Context: an optimization exercise on an open-source flow, tuned for small area and a short achievable clock period. The choices shown serve that exercise and are no tape-out recipe. Where RTL was checked, it was by simulation tests only, not by an equivalence proof against the original. Power and IR drop assume default switching activity.

==> flow/design.v <==
module fpadd_40_add #(parameter N = 26, parameter L = 5) (
  input  [N-1:0] p0, g0,
  input          ci,
  output [N-1:0] s
);
wire [N-1:0] g [0:L];
wire [N-1:0] p [0:L];
assign g[0] = g0 | {{(N-1){1'b0}}, p0[0] & ci};
assign p[0] = p0;
genvar l, i;
generate
  for (l = 0; l < L; l = l + 1) begin : lv
    for (i = 0; i < N; i = i + 1) begin : bt
      if ((i >> l) & 1) begin : mg
        localparam integer J = ((i >> l) << l) - 1;
        assign g[l+1][i] = g[l][i] | (p[l][i] & g[l][J]);
        assign p[l+1][i] = p[l][i] & p[l][J];
      end else begin : ps
        assign g[l+1][i] = g[l][i];
        assign p[l+1][i] = p[l][i];
      end
    end
  end
endgenerate
assign s = p0 ^ {g[L][N-2:0], ci};
endmodule
module fpadd_40(x_40,y_40,res_40,clk_40,rst_40);
input  [31:0] x_40, y_40;
output [31:0] res_40;
input  clk_40, rst_40;
wire [7:0] ex = x_40[30:23];
wire [7:0] ey = y_40[30:23];
wire [7:0] dxy = ex - ey;                    
wire [7:0] dyx = ey - ex;                    
wire [4:0] cxy = (dxy > 8'd24) ? 5'd31 : dxy[4:0];    
wire [4:0] cyx = (dyx > 8'd24) ? 5'd31 : dyx[4:0];
wire       swap = y_40[30:0] > x_40[30:0];   
wire       hx   = |x_40[30:0];
wire       hy   = |y_40[30:0];
reg [22:0] fx1, fy1;
reg        hb1, sw1, sg1, sub1;
reg [7:0]  ea1;
reg [4:0]  d1;
always @(posedge clk_40) begin
  fx1  <= x_40[22:0];
  fy1  <= y_40[22:0];
  hb1  <= swap ? hx : hy;
  sw1  <= swap;
  ea1  <= swap ? ey : ex;
  d1   <= swap ? cyx : cxy;
  sg1  <= (swap ? y_40[31] : x_40[31]) & (hx | hy);
  sub1 <= x_40[31] ^ y_40[31];
end
wire [22:0] fa = sw1 ? fy1 : fx1;
wire [23:0] sb = {hb1, sw1 ? fx1 : fy1};
wire [24:0] b0 = {sb[23:3], sb[2] & ~(d1 >= 5'd24), sb[1] & ~(d1 >= 5'd23),
                  sb[0] & ~(d1 >= 5'd22), 1'b0};
wire [24:0] b1 = d1[4] ? {16'd0, b0[24:16]} : b0;
wire [24:0] b2 = d1[3] ? { 8'd0, b1[24:8]}  : b1;
wire [24:0] b3 = d1[2] ? { 4'd0, b2[24:4]}  : b2;
wire [24:0] b4 = d1[1] ? { 2'd0, b3[24:2]}  : b3;
wire [24:0] b5 = d1[0] ? { 1'd0, b4[24:1]}  : b4;
wire sticky = ~&d1 & ((d1[4] & |b0[15:0]) | (d1[3] & |b1[7:0]) |
                      (d1[2] & |b2[3:0])  | (d1[1] & |b3[1:0]) |
                      (d1[0] & b4[0]));
wire [25:0] aw = {2'b01, fa, 1'b0};
wire [25:0] bw = {sub1, b5 ^ {25{sub1}}};
wire [25:0] pw = aw ^ bw;
wire [25:0] gw = aw & bw;
reg [25:0] p2;
reg [23:1] g2;            
reg [7:0]  ea2;
reg        ci2, sg2;
always @(posedge clk_40) begin
  p2 <= pw; g2 <= gw[23:1]; ea2 <= ea1 + 8'd1;
  ci2 <= sub1 & ~sticky; sg2 <= sg1;
end
wire [25:0] s;
fpadd_40_add #(26) add (
  .p0(p2),
  .g0({1'b0, ~p2[24], g2, 1'b0}),
  .ci(ci2),
  .s (s)
);
reg [25:0] s3;
reg [7:0]  e3;
reg        sg3;
always @(posedge clk_40) begin
  s3 <= s; e3 <= ea2; sg3 <= sg2;
end
wire [31:0] v = {s3, 6'd0};
wire [15:0] z1;  wire [15:0] c1;       
genvar g;
generate for (g = 0; g < 16; g = g + 1) begin : l1
  assign z1[g] = ~(v[2*g+1] | v[2*g]);
  assign c1[g] = ~v[2*g+1];
end endgenerate
wire [7:0] z2; wire [15:0] c2;         
generate for (g = 0; g < 8; g = g + 1) begin : l2
  assign z2[g] = z1[2*g+1] & z1[2*g];
  assign c2[2*g+1:2*g] = z1[2*g+1] ? {1'b1, c1[2*g]} : {1'b0, c1[2*g+1]};
end endgenerate
wire [3:0] z3; wire [11:0] c3;         
generate for (g = 0; g < 4; g = g + 1) begin : l3
  assign z3[g] = z2[2*g+1] & z2[2*g];
  assign c3[3*g+2:3*g] = z2[2*g+1] ? {1'b1, c2[4*g+1:4*g]} : {1'b0, c2[4*g+3:4*g+2]};
end endgenerate
wire [1:0] z4; wire [7:0] c4;          
generate for (g = 0; g < 2; g = g + 1) begin : l4
  assign z4[g] = z3[2*g+1] & z3[2*g];
  assign c4[4*g+3:4*g] = z3[2*g+1] ? {1'b1, c3[6*g+2:6*g]} : {1'b0, c3[6*g+5:6*g+3]};
end endgenerate
wire       nz = ~(z4[1] & z4[0]);
wire [4:0] lz = z4[1] ? {1'b1, c4[3:0]} : {1'b0, c4[7:4]};
wire [25:0] n1 = lz[4] ? {s3[9:0], 16'd0} : s3;
wire [25:0] n2 = lz[3] ? {n1[17:0], 8'd0} : n1;
wire [25:0] n3 = lz[2] ? {n2[21:0], 4'd0} : n2;
wire [25:0] n4 = lz[1] ? {n3[23:0], 2'd0} : n3;
wire [25:0] n5 = lz[0] ? {n4[24:0], 1'd0} : n4;
wire [5:0]  el = {1'b0, e3[4:0]} - {1'b0, lz};
wire [2:0]  eh = el[5] ? e3[7:5] - 3'd1 : e3[7:5];
wire [31:0] r  = {sg3 & nz, nz ? {eh, el[4:0]} : 8'd0, n5[24:2]};
reg [31:0] r4;
always @(posedge clk_40) r4 <= r;
assign res_40 = r4;
endmodule
clock: 5.0 ns
lec_check: 0
abc_area: 1
cap_margin: 20
core_margin: 2
core_utilization: 40
cts_buf_list: sky130_fd_sc_hd__clkbuf_8
cts_cluster_size: 24
setup_slack_margin: 2.6
slew_margin: 20
standard.sh (not shown) runs the stock make flow with config.mk's settings and CLKGATE_MAP_FILE= SYNTH_SCRIPT=/design/flow/synth_recipe.tcl, a recipe that flattens the netlist after the stock synthesis.
==> flow/flow/run.sh <==
#!/bin/bash
# Standard ORFS layout, with the port buffers made from buf_2 cells instead
# of the resizer's default pick. Each step's full log stays under orfs/logs/.
set -euo pipefail
bash standard.sh finish 'BUFFER_PORTS_ARGS=-buffer_cell sky130_fd_sc_hd__buf_2' > make_finish.log 2>&1
Rerun with:
--- a/flow/design.v
+++ b/flow/design.v
@@ -54,6 +54,5 @@
 wire [22:0] fa = sw1 ? fy1 : fx1;
 wire [23:0] sb = {hb1, sw1 ? fx1 : fy1};
-wire [24:0] b0 = {sb[23:3], sb[2] & ~(d1 >= 5'd24), sb[1] & ~(d1 >= 5'd23),
-                  sb[0] & ~(d1 >= 5'd22), 1'b0};
+wire [24:0] b0 = {sb, 1'b0};
 wire [24:0] b1 = d1[4] ? {16'd0, b0[24:16]} : b0;
 wire [24:0] b2 = d1[3] ? { 8'd0, b1[24:8]}  : b1;
@@ -61,7 +60,11 @@
 wire [24:0] b4 = d1[1] ? { 2'd0, b3[24:2]}  : b3;
 wire [24:0] b5 = d1[0] ? { 1'd0, b4[24:1]}  : b4;
-wire sticky = ~&d1 & ((d1[4] & |b0[15:0]) | (d1[3] & |b1[7:0]) |
-                      (d1[2] & |b2[3:0])  | (d1[1] & |b3[1:0]) |
-                      (d1[0] & b4[0]));
+reg [24:1] smask;
+integer k;
+always @(*) begin
+  for (k = 1; k < 25; k = k + 1)
+    smask[k] = (d1 > k) && (d1 <= k + 20) && (d1 <= 5'd24);
+end
+wire sticky = |(b0[24:1] & smask);
 wire [25:0] aw = {2'b01, fa, 1'b0};
 wire [25:0] bw = {sub1, b5 ^ {25{sub1}}};
What happened: Maximum frequency went up by 8.2%. Flip-flop and latch count is unchanged. Power decreases by 5.0%. Non-clock buffer count came out lower by 23. Clock skew grows by 9.4 ps.
Only the layout flow was run in the first run of this note; the RTL was not checked for function there.

========
// fpadd_40: RTL as listed in full above, without the edits since
clock: 5.0 ns
lec_check: 0
abc_area: 1
cap_margin: 20
core_margin: 2
core_utilization: 40
setup_slack_margin: 2.6
slew_margin: 20
Scripts as last shown in full above: flow/flow/run.sh
Rerun with:
--- a/flow/design.v
+++ b/flow/design.v
@@ -1,15 +1,16 @@
-module fpadd_40_add #(parameter N = 26, parameter L = 5) (
-  input  [N-1:0] p0, g0,
+module fpadd_40_add #(parameter N = 26) (
+  input  [N-1:0] a, b,
   input          ci,
   output [N-1:0] s
 );
+localparam L = $clog2(N);
 wire [N-1:0] g [0:L];
 wire [N-1:0] p [0:L];
-assign g[0] = g0 | {{(N-1){1'b0}}, p0[0] & ci};
-assign p[0] = p0;
+assign g[0] = (a & b) | {{(N-1){1'b0}}, (a[0] ^ b[0]) & ci};
+assign p[0] = a ^ b;
 genvar l, i;
 generate
   for (l = 0; l < L; l = l + 1) begin : lv
     for (i = 0; i < N; i = i + 1) begin : bt
       if ((i >> l) & 1) begin : mg
         localparam integer J = ((i >> l) << l) - 1;
@@ -19,13 +20,13 @@
         assign g[l+1][i] = g[l][i];
         assign p[l+1][i] = p[l][i];
       end
     end
   end
 endgenerate
-assign s = p0 ^ {g[L][N-2:0], ci};
+assign s = p[0] ^ {g[L][N-2:0], ci};
 endmodule
 module fpadd_40(x_40,y_40,res_40,clk_40,rst_40);
 input  [31:0] x_40, y_40;
 output [31:0] res_40;
 input  clk_40, rst_40;
 wire [7:0] ex = x_40[30:23];
@@ -50,39 +51,38 @@
   d1   <= swap ? cyx : cxy;
   sg1  <= (swap ? y_40[31] : x_40[31]) & (hx | hy);
   sub1 <= x_40[31] ^ y_40[31];
 end
 wire [22:0] fa = sw1 ? fy1 : fx1;
 wire [23:0] sb = {hb1, sw1 ? fx1 : fy1};
-wire [24:0] b0 = {sb[23:3], sb[2] & ~(d1 >= 5'd24), sb[1] & ~(d1 >= 5'd23),
-                  sb[0] & ~(d1 >= 5'd22), 1'b0};
+wire [24:0] b0 = {sb, 1'b0};
 wire [24:0] b1 = d1[4] ? {16'd0, b0[24:16]} : b0;
 wire [24:0] b2 = d1[3] ? { 8'd0, b1[24:8]}  : b1;
 wire [24:0] b3 = d1[2] ? { 4'd0, b2[24:4]}  : b2;
 wire [24:0] b4 = d1[1] ? { 2'd0, b3[24:2]}  : b3;
 wire [24:0] b5 = d1[0] ? { 1'd0, b4[24:1]}  : b4;
-wire sticky = ~&d1 & ((d1[4] & |b0[15:0]) | (d1[3] & |b1[7:0]) |
-                      (d1[2] & |b2[3:0])  | (d1[1] & |b3[1:0]) |
-                      (d1[0] & b4[0]));
-wire [25:0] aw = {2'b01, fa, 1'b0};
-wire [25:0] bw = {sub1, b5 ^ {25{sub1}}};
-wire [25:0] pw = aw ^ bw;
-wire [25:0] gw = aw & bw;
-reg [25:0] p2;
-reg [23:1] g2;            
+reg [24:1] smask;
+integer k;
+always @(*) begin
+  for (k = 1; k < 25; k = k + 1)
+    smask[k] = (d1 > k) && (d1 <= k + 20) && (d1 <= 5'd24);
+end
+wire sticky = |(b0[24:1] & smask);
+reg [22:0] fa2;
+reg [24:0] bsh2;
 reg [7:0]  ea2;
-reg        ci2, sg2;
+reg        st2, sg2, sub2;
 always @(posedge clk_40) begin
-  p2 <= pw; g2 <= gw[23:1]; ea2 <= ea1 + 8'd1;
-  ci2 <= sub1 & ~sticky; sg2 <= sg1;
+  fa2 <= fa; bsh2 <= b5; ea2 <= ea1 + 8'd1;
+  st2 <= sticky; sg2 <= sg1; sub2 <= sub1;
 end
 wire [25:0] s;
 fpadd_40_add #(26) add (
-  .p0(p2),
-  .g0({1'b0, ~p2[24], g2, 1'b0}),
-  .ci(ci2),
+  .a ({2'b01, fa2, 1'b0}),
+  .b ({sub2, bsh2 ^ {25{sub2}}}),
+  .ci(sub2 & ~st2),
   .s (s)
 );
 reg [25:0] s3;
 reg [7:0]  e3;
 reg        sg3;
 always @(posedge clk_40) begin
What happened:
- wire length came out higher by 3.3%
- die area came out lower by 1.1%
- total power came out lower by 5.6%
- cell count came out lower by 1.5%
- global-route usage came out higher by 0.85 points
- clock skew came out higher by 7.6 ps
No run of this note included a check of the RTL's function; only the layout flow was run.

[separate check: timing with driven ports]
Ports are ideal in the flow. The routed layouts listed here were re-timed in OpenROAD.
Step 1: set_driving_cell puts a clkbuf_16 on clk_40 and a buf_2 on each other input, an assumption about the parent block.
Step 2 adds t to the input delays and takes it off the output delays; t is the mean of the earliest and latest rising clock arrival at the registers after step 1. Input paths then give back, and output paths get back, about the clock's delay inside the block.
Three values: ideal, step 1, step 2; two values: the first two.
run | shift t [ns] | setup WS [ns] | worst setup path after step 2 | latest minus earliest clock arrival (ns)
the first run of note 1 | 0.496 | 2.515 / 2.515 / 2.116 | input to register | 0.018 / 0.017
the second run of note 1 | 0.512 | 2.704 / 2.711 / 2.217 | input to register | 0.025 / 0.026
the first run of note 2 | 0.475 | 2.486 / 2.486 / 2.194 | input to register | 0.014 / 0.015
the second run of note 2 | 0.472 | 2.579 / 2.579 / 2.187 | input to register | 0.018 / 0.018
After both steps setup and hold are still met in every run listed. For the second run of note 1, which loses most, drivers alone change the setup slack by +0.007 ns; drivers and shift together by -0.487 ns.
